This is an optimization exercise on Yosys and OpenROAD, whose aim is small area, not a production implementation.
Only simulation tests tie the RTL to the original design; equivalence was not proved.

==> inputs of build 87 <==
// Main
module Main(
	input CLOCK_50,
	input rst,
	input [3:0] KEY,
	input [5:0] SW,
	input [9:0] SENSOR_N,
	input [3:0] BOUNDARY_N,
	input UART_RXD,
	output UART_TXD,
	output [3:0] MOTOR_MAIN,
	output [3:0] MOTOR_MAGNET,
	output MAGNET_N,
	output [10:0] DISPLAY
	);
	wire clk = CLOCK_50;
	reg [3:0] posKEY;
	reg [3:0] edgeKEY;
	integer i;
	always @(posedge clk) begin
		if (rst) begin
			posKEY <= 4'b0000;
			edgeKEY <= 4'b0000;
		end
		else begin
			for (i = 0; i < 4; i = i + 1) begin
				if (!KEY[i] & !edgeKEY[i]) begin
					posKEY[i] <= 1;
					edgeKEY[i] <= 1;
				end
				else if (KEY[i]) edgeKEY[i] <= 0;
				else posKEY[i] <= 0;
			end
		end
	end
	wire [9:0] sensorData;
	wire [3:0] bnd;  
	genvar g;
	generate
		for (g = 0; g < 10; g = g + 1) begin : sf
			filt u(.clk(clk), .rst(rst), .in_n(SENSOR_N[g]), .out(sensorData[g]));
		end
		for (g = 0; g < 4; g = g + 1) begin : bf
			filt u(.clk(clk), .rst(rst), .in_n(BOUNDARY_N[g]), .out(bnd[g]));
		end
	endgenerate
	reg [12:0] racc;
	reg rtick;
	always @(posedge clk)
		if (rst) {rtick, racc} <= 14'd0;
		else {rtick, racc} <= {1'b0, racc} + 14'd151;
	reg [1:0] RxD_sync_inv;
	reg [1:0] RxD_cnt_inv;
	reg RxD_bit_inv;
	always @(posedge clk)
		if (rst) RxD_sync_inv <= 2'b00;
		else if (rtick) RxD_sync_inv <= {RxD_sync_inv[0], ~UART_RXD};
	always @(posedge clk)
		if (rst) begin
			RxD_cnt_inv <= 2'b00;
			RxD_bit_inv <= 1'b0;
		end
		else if (rtick) begin
			if (RxD_sync_inv[1] && RxD_cnt_inv != 2'b11) RxD_cnt_inv <= RxD_cnt_inv + 2'h1;
			else if (~RxD_sync_inv[1] && RxD_cnt_inv != 2'b00) RxD_cnt_inv <= RxD_cnt_inv - 2'h1;
			if (RxD_cnt_inv == 2'b00) RxD_bit_inv <= 1'b0;
			else if (RxD_cnt_inv == 2'b11) RxD_bit_inv <= 1'b1;
		end
	reg [6:0] rt;
	wire in_frame = (rt <= 7'd74);
	wire sample = rtick && in_frame && (rt[2:0] == 3'd2) && (rt[6:3] != 4'd0);
	always @(posedge clk)
		if (rst) rt <= 7'd79;
		else if (rt == 7'd79) begin
			if (rtick && RxD_bit_inv) rt <= 7'd0;
		end
		else if (rt >= 7'd75) rt <= rt + 7'd1;
		else if (rtick) rt <= (rt == 7'd74 && RxD_bit_inv) ? 7'd79 : rt + 7'd1;
	reg [7:0] rdata;
	always @(posedge clk)
		if (sample && rt != 7'd74) rdata <= {~RxD_bit_inv, rdata[7:1]};
	wire cv = (rt == 7'd77) || (rt == 7'd78);
	wire [1:0] top = rdata[7:6];
	wire [5:0] lo = rdata[5:0];
  ...
clock: 20.0 ns
lec_check: 0
cap_margin: 20
core_margin: 2
core_utilization: 65
slew_margin: 20
standard.sh (not shown) runs the stock make flow with config.mk's settings and CLKGATE_MAP_FILE= SYNTH_SCRIPT=/design/flow/synth_recipe.tcl, a recipe that flattens the netlist after the stock synthesis.
==> flow/flow/run.sh <==
#!/bin/bash
# Own layout flow: the standard synthesis, then the combinational logic is
# re-mapped by ABC with an area-oriented script (flip-flops are kept as they are,
# same cells and names), then the standard layout from floorplan on, with
# port buffers of the smallest buffer and a clock tree of small buffers without
# dummy loads.
set -euo pipefail
HERE=$(pwd)
R=$HERE/orfs/results/${FLOW_PLATFORM}/Main/base
LIB=$FLOW_HOME/platforms/${FLOW_PLATFORM}/lib/sky130_fd_sc_hd__tt_025C_1v80.lib
YOSYS=$FLOW_HOME/../tools/install/yosys/bin/yosys
export BUFFER_PORTS_ARGS="-buffer_cell sky130_fd_sc_hd__buf_1"
export CTS_ARGS="$(cat $HERE/flow/cts_args.txt)"

bash standard.sh synth > standard_synth.log 2>&1
cp $R/1_2_yosys.v $HERE/std_1_2_yosys.v

# Re-map with each ABC script in abc_scripts.txt (one per line), in parallel,
# and keep the smallest result.
remap() {
  local n=$1 script=$2
cat > $HERE/remap_$n.ys <<EOY
read_liberty -ignore_miss_func $LIB
read_verilog $HERE/std_1_2_yosys.v
hierarchy -top ${FLOW_TOP}
setattr -mod -set keep_hierarchy 1 sky130_fd_sc_hd__*df* sky130_fd_sc_hd__*dl* sky130_fd_sc_hd__conb_1
flatten
rename -hide w:_*_.*
select ${FLOW_TOP}
opt_clean
abc -liberty $LIB -dont_use sky130_fd_sc_hd__probe_p_8 -dont_use sky130_fd_sc_hd__probec_p_8 -dont_use sky130_fd_sc_hd__lpflow_bleeder_1 -dont_use sky130_fd_sc_hd__lpflow_clkbufkapwr_1 -dont_use sky130_fd_sc_hd__lpflow_clkbufkapwr_16 -dont_use sky130_fd_sc_hd__lpflow_clkbufkapwr_2 -dont_use sky130_fd_sc_hd__lpflow_clkbufkapwr_4 -dont_use sky130_fd_sc_hd__lpflow_clkbufkapwr_8 -dont_use sky130_fd_sc_hd__lpflow_clkinvkapwr_1 -dont_use sky130_fd_sc_hd__lpflow_clkinvkapwr_16 -dont_use sky130_fd_sc_hd__lpflow_clkinvkapwr_2 -dont_use sky130_fd_sc_hd__lpflow_clkinvkapwr_4 -dont_use sky130_fd_sc_hd__lpflow_clkinvkapwr_8 -dont_use sky130_fd_sc_hd__lpflow_decapkapwr_12 -dont_use sky130_fd_sc_hd__lpflow_decapkapwr_3 -dont_use sky130_fd_sc_hd__lpflow_decapkapwr_4 -dont_use sky130_fd_sc_hd__lpflow_decapkapwr_6 -dont_use sky130_fd_sc_hd__lpflow_decapkapwr_8 -dont_use sky130_fd_sc_hd__lpflow_inputiso0n_1 -dont_use sky130_fd_sc_hd__lpflow_inputiso0p_1 -dont_use sky130_fd_sc_hd__lpflow_inputiso1n_1 -dont_use sky130_fd_sc_hd__lpflow_inputiso1p_1 -dont_use sky130_fd_sc_hd__lpflow_inputisolatch_1 -dont_use sky130_fd_sc_hd__lpflow_isobufsrc_1 -dont_use sky130_fd_sc_hd__lpflow_isobufsrc_16 -dont_use sky130_fd_sc_hd__lpflow_isobufsrc_2 -dont_use sky130_fd_sc_hd__lpflow_isobufsrc_4 -dont_use sky130_fd_sc_hd__lpflow_isobufsrc_8 -dont_use sky130_fd_sc_hd__lpflow_isobufsrckapwr_16 -dont_use sky130_fd_sc_hd__lpflow_lsbuf_lh_hl_isowell_tap_1 -dont_use sky130_fd_sc_hd__lpflow_lsbuf_lh_hl_isowell_tap_2 -dont_use sky130_fd_sc_hd__lpflow_lsbuf_lh_hl_isowell_tap_4 -dont_use sky130_fd_sc_hd__lpflow_lsbuf_lh_isowell_4 -dont_use sky130_fd_sc_hd__lpflow_lsbuf_lh_isowell_tap_1 -dont_use sky130_fd_sc_hd__lpflow_lsbuf_lh_isowell_tap_2 -dont_use sky130_fd_sc_hd__lpflow_lsbuf_lh_isowell_tap_4  -script +$script
opt_clean
hilomap -singleton -hicell sky130_fd_sc_hd__conb_1 HI -locell sky130_fd_sc_hd__conb_1 LO
insbuf -buf sky130_fd_sc_hd__buf_4 A X
opt_clean -purge
rename -enumerate -pattern rm_%_
select -assert-none ${FLOW_TOP}/t:\$* ${FLOW_TOP}/t:\$scopeinfo %d
tee -o $HERE/remap_$n.stat stat -liberty $LIB
write_verilog -noattr -nohex -nodec -selected $HERE/remap_$n.v
EOY
  timeout 1200 $YOSYS -s $HERE/remap_$n.ys > $HERE/remap_$n.log 2>&1 || true
}
n=0
while IFS= read -r line; do
  [[ -z "$line" ]] && continue
  n=$((n+1))
  remap $n "$line" &
done < $HERE/flow/abc_scripts.txt
wait
best=""; bestarea=""
for f in $HERE/remap_*.stat; do
  a=$(grep -o "Chip area for module.*: [0-9.]*" $f | awk '{print $NF}')
  [[ -z "$a" ]] && continue
  v=${f%.stat}.v
  [[ -s $v ]] || continue
  if [[ -z "$best" ]] || awk -v x=$a -v y=$bestarea 'BEGIN{exit !(x<y)}'; then best=$v; bestarea=$a; fi
done
echo "picked $best ($bestarea)" > $HERE/remap_pick.txt
cp $best $HERE/remap_1_2_yosys.v
cp $HERE/remap_1_2_yosys.v $R/1_2_yosys.v
rm -f $R/1_synth.odb $R/1_synth.sdc
bash standard.sh > standard.log 2>&1
==> flow/flow/abc_scripts.txt <==
strash;&get,-n;&fraig,-x;&put;dc2;dc2;dc2;strash;&get,-n;&dch,-f;&nf,-R,1000;&put
==> flow/flow/cts_args.txt <==
-sink_clustering_enable -repair_clock_nets -dont_use_dummy_load -buf_list sky130_fd_sc_hd__clkbuf_8 -sink_clustering_size 20 -sink_clustering_max_diameter 60
==> build 16: changes against build 87 <==
--- a/flow/design.v
+++ b/flow/design.v
@@ -20,16 +20,15 @@
 	input [1:0] old_ph,
 	input boundary,
 	output reg [1:0] ph,
 	output reg done
 	);
 	reg [6:0] counter;
 	reg [11:0] mysteps;
-	wire lt = (sc == 2'd3) ? (mysteps != 12'hfff) :
-	          sc[1] ? (mysteps < OFF) : (mysteps < 12'd188);
+	wire lt = sc[1] ? (mysteps < 12'd188) : sc[0] ? (mysteps < OFF) : (mysteps != 12'hfff);
 	wire step = go && !boundary && !done && lt;
 	always @(posedge clk) begin
 		if (rst) counter <= 0;
 		else if (step) counter <= counter + 7'd1;
 	end
 	always @(posedge clk) done <= go && (boundary || done || !lt);
 	always @(posedge clk) begin
@@ -43,25 +42,25 @@
 		end
 	end
 endmodule
 module mc #(parameter [11:0] OFF = 12'd220) (
 	input clk,
 	input rst,
 	input go,
-	input dir,
 	input [1:0] sc,
 	input b1,
 	input b2,
 	output [3:0] state,
 	output reg done
 	);
 	reg [1:0] myph;
 	reg [1:0] oph;
 	reg gf, gb;
 	wire en = gf | gb;  
+	wire dir = sc[0];
 	wire [1:0] phf, phb;
 	wire df, db;
 	assign state = en ? {~oph[0], ~oph[1], oph[0], oph[1]} : 4'b0000;
 	always @(posedge clk) begin
 		if (rst) begin
 			myph <= 0;
 			gf <= 0;
@@ -256,16 +255,15 @@
 				if (did_not_move) no_move <= 1;
 			end
 		end
 	end
 	wire scan_offset_move, scan_move;
 	reg movement_done, reset_done, offset_done;
 	reg go_main, go_magnet;
-	reg [1:0] steps_main, steps_magnet;  
-	reg dir_main, dir_magnet;
+	reg [1:0] steps_main, steps_magnet;
 	reg resetting, offsetting;
 	wire done_main, done_magnet;
 	always @(posedge clk) begin
 		if (rst) begin
 			movement_done <= 0;
 			reset_done <= 0;
 			offset_done <= 0;
@@ -335,50 +333,31 @@
 				go_magnet <= 1;
 			end
 		end
 	end
 	always @(posedge clk) begin
 		if (!(movement_done || reset_done || offset_done)) begin
 			if (cmd_reset) begin
-				steps_main <= 2'd3;
-				steps_magnet <= 2'd3;
-				dir_main <= 0;
-				dir_magnet <= 0;
-			end
-			else if (scan_offset_move) begin
-				steps_main <= 2'd2;
-				dir_main <= 1;
-			end
-			else if (scan_move) begin
-				steps_main <= 2'd1;
-				dir_main <= 1;
-			end
-			else if (cmd_hoff) begin
-				steps_magnet <= 2'd2;
-				dir_magnet <= 1;
-			end
-			else if (direction[0] | direction[4]) begin
-				steps_main <= 2'd1;
-				dir_main <= direction[4];
-			end
-			else if (direction[6] | direction[2]) begin
-				steps_magnet <= 2'd1;
-				dir_magnet <= direction[2];
+				steps_main <= 2'b00;
+				steps_magnet <= 2'b00;
 			end
+			else if (scan_offset_move) steps_main <= 2'b01;
+			else if (scan_move) steps_main <= 2'b11;
+			else if (cmd_hoff) steps_magnet <= 2'b01;
+			else if (direction[0] | direction[4]) steps_main <= {1'b1, direction[4]};
+			else if (direction[6] | direction[2]) steps_magnet <= {1'b1, direction[2]};
 			else if (direction[7] | direction[5] | direction[3] | direction[1]) begin
-				steps_main <= 2'd1;
-				steps_magnet <= 2'd1;
-				dir_main <= direction[5] | direction[3];
-				dir_magnet <= direction[3] | direction[1];
+				steps_main <= {1'b1, direction[5] | direction[3]};
+				steps_magnet <= {1'b1, direction[3] | direction[1]};
 			end
 		end
 	end
-	mc #(.OFF(12'd220)) mainMotor(.clk(clk), .rst(rst), .go(go_main), .dir(dir_main),
+	mc #(.OFF(12'd220)) mainMotor(.clk(clk), .rst(rst), .go(go_main),
 		.sc(steps_main), .b1(bnd[1]), .b2(bnd[0]), .state(MOTOR_MAIN), .done(done_main));
-	mc #(.OFF(12'd83)) magnetMotor(.clk(clk), .rst(rst), .go(go_magnet), .dir(dir_magnet),
+	mc #(.OFF(12'd83)) magnetMotor(.clk(clk), .rst(rst), .go(go_magnet),
 		.sc(steps_magnet), .b1(bnd[3]), .b2(bnd[2]), .state(MOTOR_MAGNET), .done(done_magnet));
 	reg scanning;
 	reg [3:0] position;  
 	reg begun_move, sending_move;
 	reg sent_left, sent_right, sent_move;
 	reg sending_scan_left, sending_scan_right;
 	reg [4:0] pieces;
--- a/flow/flow/run.sh
+++ b/flow/flow/run.sh
@@ -41,14 +41,15 @@
   timeout 1200 $YOSYS -s $HERE/remap_$n.ys > $HERE/remap_$n.log 2>&1 || true
 }
 n=0
 while IFS= read -r line; do
   [[ -z "$line" ]] && continue
   n=$((n+1))
   remap $n "$line" &
+  if (( n % ${NUM_CORES:-4} == 0 )); then wait; fi
 done < $HERE/flow/abc_scripts.txt
 wait
 best=""; bestarea=""
 for f in $HERE/remap_*.stat; do
   a=$(grep -o "Chip area for module.*: [0-9.]*" $f | awk '{print $NF}')
   [[ -z "$a" ]] && continue
   v=${f%.stat}.v
==> flow/flow/abc_scripts.txt (replaced) <==
strash;&get,-n;&fraig,-x;&put;dc2;dc2;dc2;strash;&get,-n;&dch,-f;&nf,-R,1000;&put
strash;&get,-n;&fraig,-x;&put;dc2;dc2;dc2;strash;&get,-n;&deepsyn,-T,40,-S,42;&put;dc2;strash;&get,-n;&dch,-f;&nf,-R,1000,-F,10,-A,4;&put
strash;&get,-n;&fraig,-x;&put;dc2;dc2;dc2;strash;&get,-n;&deepsyn,-T,40,-S,7;&put;dc2;strash;&get,-n;&dch,-f;&nf,-R,1000,-F,10,-A,4;&put
strash;&get,-n;&fraig,-x;&put;dc2;dc2;dc2;strash;&get,-n;&deepsyn,-T,40,-S,3;&put;dc2;strash;&get,-n;&dch,-f;&nf,-R,1000,-F,10,-A,4;&put
strash;&get,-n;&fraig,-x;&put;dc2;dc2;dc2;strash;&get,-n;&deepsyn,-T,40,-S,11;&put;dc2;strash;&get,-n;&dch,-f;&nf,-R,1000;&put
strash;&get,-n;&fraig,-x;&put;dc2;dc2;dc2;strash;&get,-n;&deepsyn,-T,40,-S,42;&put;dc2;strash;&get,-n;&dch,-f;&nf,-R,1000;&put
strash;&get,-n;&fraig,-x;&put;dc2;dc2;dc2;strash;&get,-n;&deepsyn,-T,40;&dch,-f;&nf,-R,1000;&put
strash;&get,-n;&fraig,-x;&put;dc2;dc2;dc2;strash;&get,-n;&deepsyn,-T,40,-S,5;&put;dc2;strash;&get,-n;&dch,-f;&nf,-R,1000,-F,10,-A,4;&put
==> flow/flow/cts_args.txt (replaced) <==
-sink_clustering_enable -repair_clock_nets -dont_use_dummy_load -buf_list sky130_fd_sc_hd__clkbuf_4 -sink_clustering_size 10 -sink_clustering_max_diameter 50
==> flow/config.mk (replaced) <==
export PLATFORM = sky130hd
export DESIGN_NAME = Main
export DESIGN_NICKNAME = Main
export VERILOG_FILES = /design/flow/design.v
export SDC_FILE = /design/flow/constraint.sdc
export NUM_CORES = 4
export LEC_CHECK = 0
export CAP_MARGIN = 20
export CORE_MARGIN = 2
export CORE_UTILIZATION = 80
export SLEW_MARGIN = 20
==> build 81: changes against build 87 <==
--- a/flow/design.v
+++ b/flow/design.v
@@ -20,16 +20,15 @@
 	input [1:0] old_ph,
 	input boundary,
 	output reg [1:0] ph,
 	output reg done
 	);
 	reg [6:0] counter;
 	reg [11:0] mysteps;
-	wire lt = (sc == 2'd3) ? (mysteps != 12'hfff) :
-	          sc[1] ? (mysteps < OFF) : (mysteps < 12'd188);
+	wire lt = sc[1] ? (mysteps < 12'd188) : sc[0] ? (mysteps < OFF) : (mysteps != 12'hfff);
 	wire step = go && !boundary && !done && lt;
 	always @(posedge clk) begin
 		if (rst) counter <= 0;
 		else if (step) counter <= counter + 7'd1;
 	end
 	always @(posedge clk) done <= go && (boundary || done || !lt);
 	always @(posedge clk) begin
@@ -43,25 +42,25 @@
 		end
 	end
 endmodule
 module mc #(parameter [11:0] OFF = 12'd220) (
 	input clk,
 	input rst,
 	input go,
-	input dir,
 	input [1:0] sc,
 	input b1,
 	input b2,
 	output [3:0] state,
 	output reg done
 	);
 	reg [1:0] myph;
 	reg [1:0] oph;
 	reg gf, gb;
 	wire en = gf | gb;  
+	wire dir = sc[0];
 	wire [1:0] phf, phb;
 	wire df, db;
 	assign state = en ? {~oph[0], ~oph[1], oph[0], oph[1]} : 4'b0000;
 	always @(posedge clk) begin
 		if (rst) begin
 			myph <= 0;
 			gf <= 0;
@@ -256,16 +255,15 @@
 				if (did_not_move) no_move <= 1;
 			end
 		end
 	end
 	wire scan_offset_move, scan_move;
 	reg movement_done, reset_done, offset_done;
 	reg go_main, go_magnet;
-	reg [1:0] steps_main, steps_magnet;  
-	reg dir_main, dir_magnet;
+	reg [1:0] steps_main, steps_magnet;
 	reg resetting, offsetting;
 	wire done_main, done_magnet;
 	always @(posedge clk) begin
 		if (rst) begin
 			movement_done <= 0;
 			reset_done <= 0;
 			offset_done <= 0;
@@ -335,50 +333,31 @@
 				go_magnet <= 1;
 			end
 		end
 	end
 	always @(posedge clk) begin
 		if (!(movement_done || reset_done || offset_done)) begin
 			if (cmd_reset) begin
-				steps_main <= 2'd3;
-				steps_magnet <= 2'd3;
-				dir_main <= 0;
-				dir_magnet <= 0;
-			end
-			else if (scan_offset_move) begin
-				steps_main <= 2'd2;
-				dir_main <= 1;
-			end
-			else if (scan_move) begin
-				steps_main <= 2'd1;
-				dir_main <= 1;
-			end
-			else if (cmd_hoff) begin
-				steps_magnet <= 2'd2;
-				dir_magnet <= 1;
-			end
-			else if (direction[0] | direction[4]) begin
-				steps_main <= 2'd1;
-				dir_main <= direction[4];
-			end
-			else if (direction[6] | direction[2]) begin
-				steps_magnet <= 2'd1;
-				dir_magnet <= direction[2];
+				steps_main <= 2'b00;
+				steps_magnet <= 2'b00;
 			end
+			else if (scan_offset_move) steps_main <= 2'b01;
+			else if (scan_move) steps_main <= 2'b11;
+			else if (cmd_hoff) steps_magnet <= 2'b01;
+			else if (direction[0] | direction[4]) steps_main <= {1'b1, direction[4]};
+			else if (direction[6] | direction[2]) steps_magnet <= {1'b1, direction[2]};
 			else if (direction[7] | direction[5] | direction[3] | direction[1]) begin
-				steps_main <= 2'd1;
-				steps_magnet <= 2'd1;
-				dir_main <= direction[5] | direction[3];
-				dir_magnet <= direction[3] | direction[1];
+				steps_main <= {1'b1, direction[5] | direction[3]};
+				steps_magnet <= {1'b1, direction[3] | direction[1]};
 			end
 		end
 	end
-	mc #(.OFF(12'd220)) mainMotor(.clk(clk), .rst(rst), .go(go_main), .dir(dir_main),
+	mc #(.OFF(12'd220)) mainMotor(.clk(clk), .rst(rst), .go(go_main),
 		.sc(steps_main), .b1(bnd[1]), .b2(bnd[0]), .state(MOTOR_MAIN), .done(done_main));
-	mc #(.OFF(12'd83)) magnetMotor(.clk(clk), .rst(rst), .go(go_magnet), .dir(dir_magnet),
+	mc #(.OFF(12'd83)) magnetMotor(.clk(clk), .rst(rst), .go(go_magnet),
 		.sc(steps_magnet), .b1(bnd[3]), .b2(bnd[2]), .state(MOTOR_MAGNET), .done(done_magnet));
 	reg scanning;
 	reg [3:0] position;  
 	reg begun_move, sending_move;
 	reg sent_left, sent_right, sent_move;
 	reg sending_scan_left, sending_scan_right;
 	reg [4:0] pieces;
--- a/flow/flow/run.sh
+++ b/flow/flow/run.sh
@@ -41,14 +41,15 @@
   timeout 1200 $YOSYS -s $HERE/remap_$n.ys > $HERE/remap_$n.log 2>&1 || true
 }
 n=0
 while IFS= read -r line; do
   [[ -z "$line" ]] && continue
   n=$((n+1))
   remap $n "$line" &
+  if (( n % ${NUM_CORES:-4} == 0 )); then wait; fi
 done < $HERE/flow/abc_scripts.txt
 wait
 best=""; bestarea=""
 for f in $HERE/remap_*.stat; do
   a=$(grep -o "Chip area for module.*: [0-9.]*" $f | awk '{print $NF}')
   [[ -z "$a" ]] && continue
   v=${f%.stat}.v
==> flow/flow/abc_scripts.txt (replaced) <==
strash;&get,-n;&fraig,-x;&put;dc2;dc2;dc2;strash;&get,-n;&dch,-f;&nf,-R,1000;&put
strash;&get,-n;&fraig,-x;&put;dc2;dc2;dc2;strash;&get,-n;&deepsyn,-T,40,-S,42;&put;dc2;strash;&get,-n;&dch,-f;&nf,-R,1000,-F,10,-A,4;&put
strash;&get,-n;&fraig,-x;&put;dc2;dc2;dc2;strash;&get,-n;&deepsyn,-T,40,-S,7;&put;dc2;strash;&get,-n;&dch,-f;&nf,-R,1000,-F,10,-A,4;&put
strash;&get,-n;&fraig,-x;&put;dc2;dc2;dc2;strash;&get,-n;&deepsyn,-T,40,-S,3;&put;dc2;strash;&get,-n;&dch,-f;&nf,-R,1000,-F,10,-A,4;&put
strash;&get,-n;&fraig,-x;&put;dc2;dc2;dc2;strash;&get,-n;&deepsyn,-T,40,-S,11;&put;dc2;strash;&get,-n;&dch,-f;&nf,-R,1000;&put
strash;&get,-n;&fraig,-x;&put;dc2;dc2;dc2;strash;&get,-n;&deepsyn,-T,40,-S,42;&put;dc2;strash;&get,-n;&dch,-f;&nf,-R,1000;&put
strash;&get,-n;&fraig,-x;&put;dc2;dc2;dc2;strash;&get,-n;&deepsyn,-T,40;&dch,-f;&nf,-R,1000;&put
strash;&get,-n;&fraig,-x;&put;dc2;dc2;dc2;strash;&get,-n;&deepsyn,-T,40,-S,5;&put;dc2;strash;&get,-n;&dch,-f;&nf,-R,1000,-F,10,-A,4;&put
==> flow/flow/cts_args.txt (replaced) <==
-sink_clustering_enable -repair_clock_nets -dont_use_dummy_load -buf_list sky130_fd_sc_hd__clkbuf_4 -sink_clustering_size 10 -sink_clustering_max_diameter 50
==> flow/config.mk (replaced) <==
export PLATFORM = sky130hd
export DESIGN_NAME = Main
export DESIGN_NICKNAME = Main
export VERILOG_FILES = /design/flow/design.v
export SDC_FILE = /design/flow/constraint.sdc
export NUM_CORES = 4
export LEC_CHECK = 0
export CAP_MARGIN = 20
export CORE_MARGIN = 2
export CORE_UTILIZATION = 90
export SLEW_MARGIN = 20
==> impl_metrics.env <==
export IMPL_worstHoldPathCells=1
export IMPL_synth_net_count=1080
export IMPL_outcome="finished clean"
export IMPL_maxCapViolCount=0
export IMPL_fin_skew_ns=0.0455
export IMPL_hold_buffers=0
export IMPL_slew_headroom_pct=32.3
export IMPL_p_sw_mw=0.208
That was build 16.
==> impl_metrics.env <==
export IMPL_outcome="stopped before the end"
export IMPL_syn_inst=1053
export IMPL_start_util_pct=92.4
export IMPL_haltStage="3_1_place_gp_skip_io"
export IMPL_syn_cell_area_um2=10100
export IMPL_synth_net_count=1080
export IMPL_stop_error="[ERROR GPL-0301] Utilization 103.773 % exceeds 100%."
That was build 81.
==> impl_metrics.env <==
export IMPL_outcome="finished clean"
export IMPL_synth_net_count=1111
export IMPL_p_sw_mw=0.212
export IMPL_fin_skew_ns=0.0511
export IMPL_slew_headroom_pct=31.0
That was build 87.

## separate check: timing with driven ports
Ports are ideal in the flow. The routed layouts listed here were re-timed in OpenROAD. Step 1 assumes that a clkbuf_16 drives the clock port and a buf_2 every other input. Step 2 also shifts input and output timing later by t, the mid clock arrival at the registers, as if the neighbouring blocks saw the same clock. Slacks: ideal / step 1 / step 2; pairs: ideal / step 1.
run	t, ns	setup WS [ns]	worst setup path at the end	clock arrival spread, ns
build 87	0.535	14.194 / 14.159 / 13.883	input to register	0.052 / 0.052
build 16	0.676	14.005 / 13.968 / 13.572	input to register	0.072 / 0.072
After both steps setup and hold are still met in every run listed. The setup slack of build 16, which loses most, moves by -0.037 ns with the drivers and by -0.433 ns with both steps.
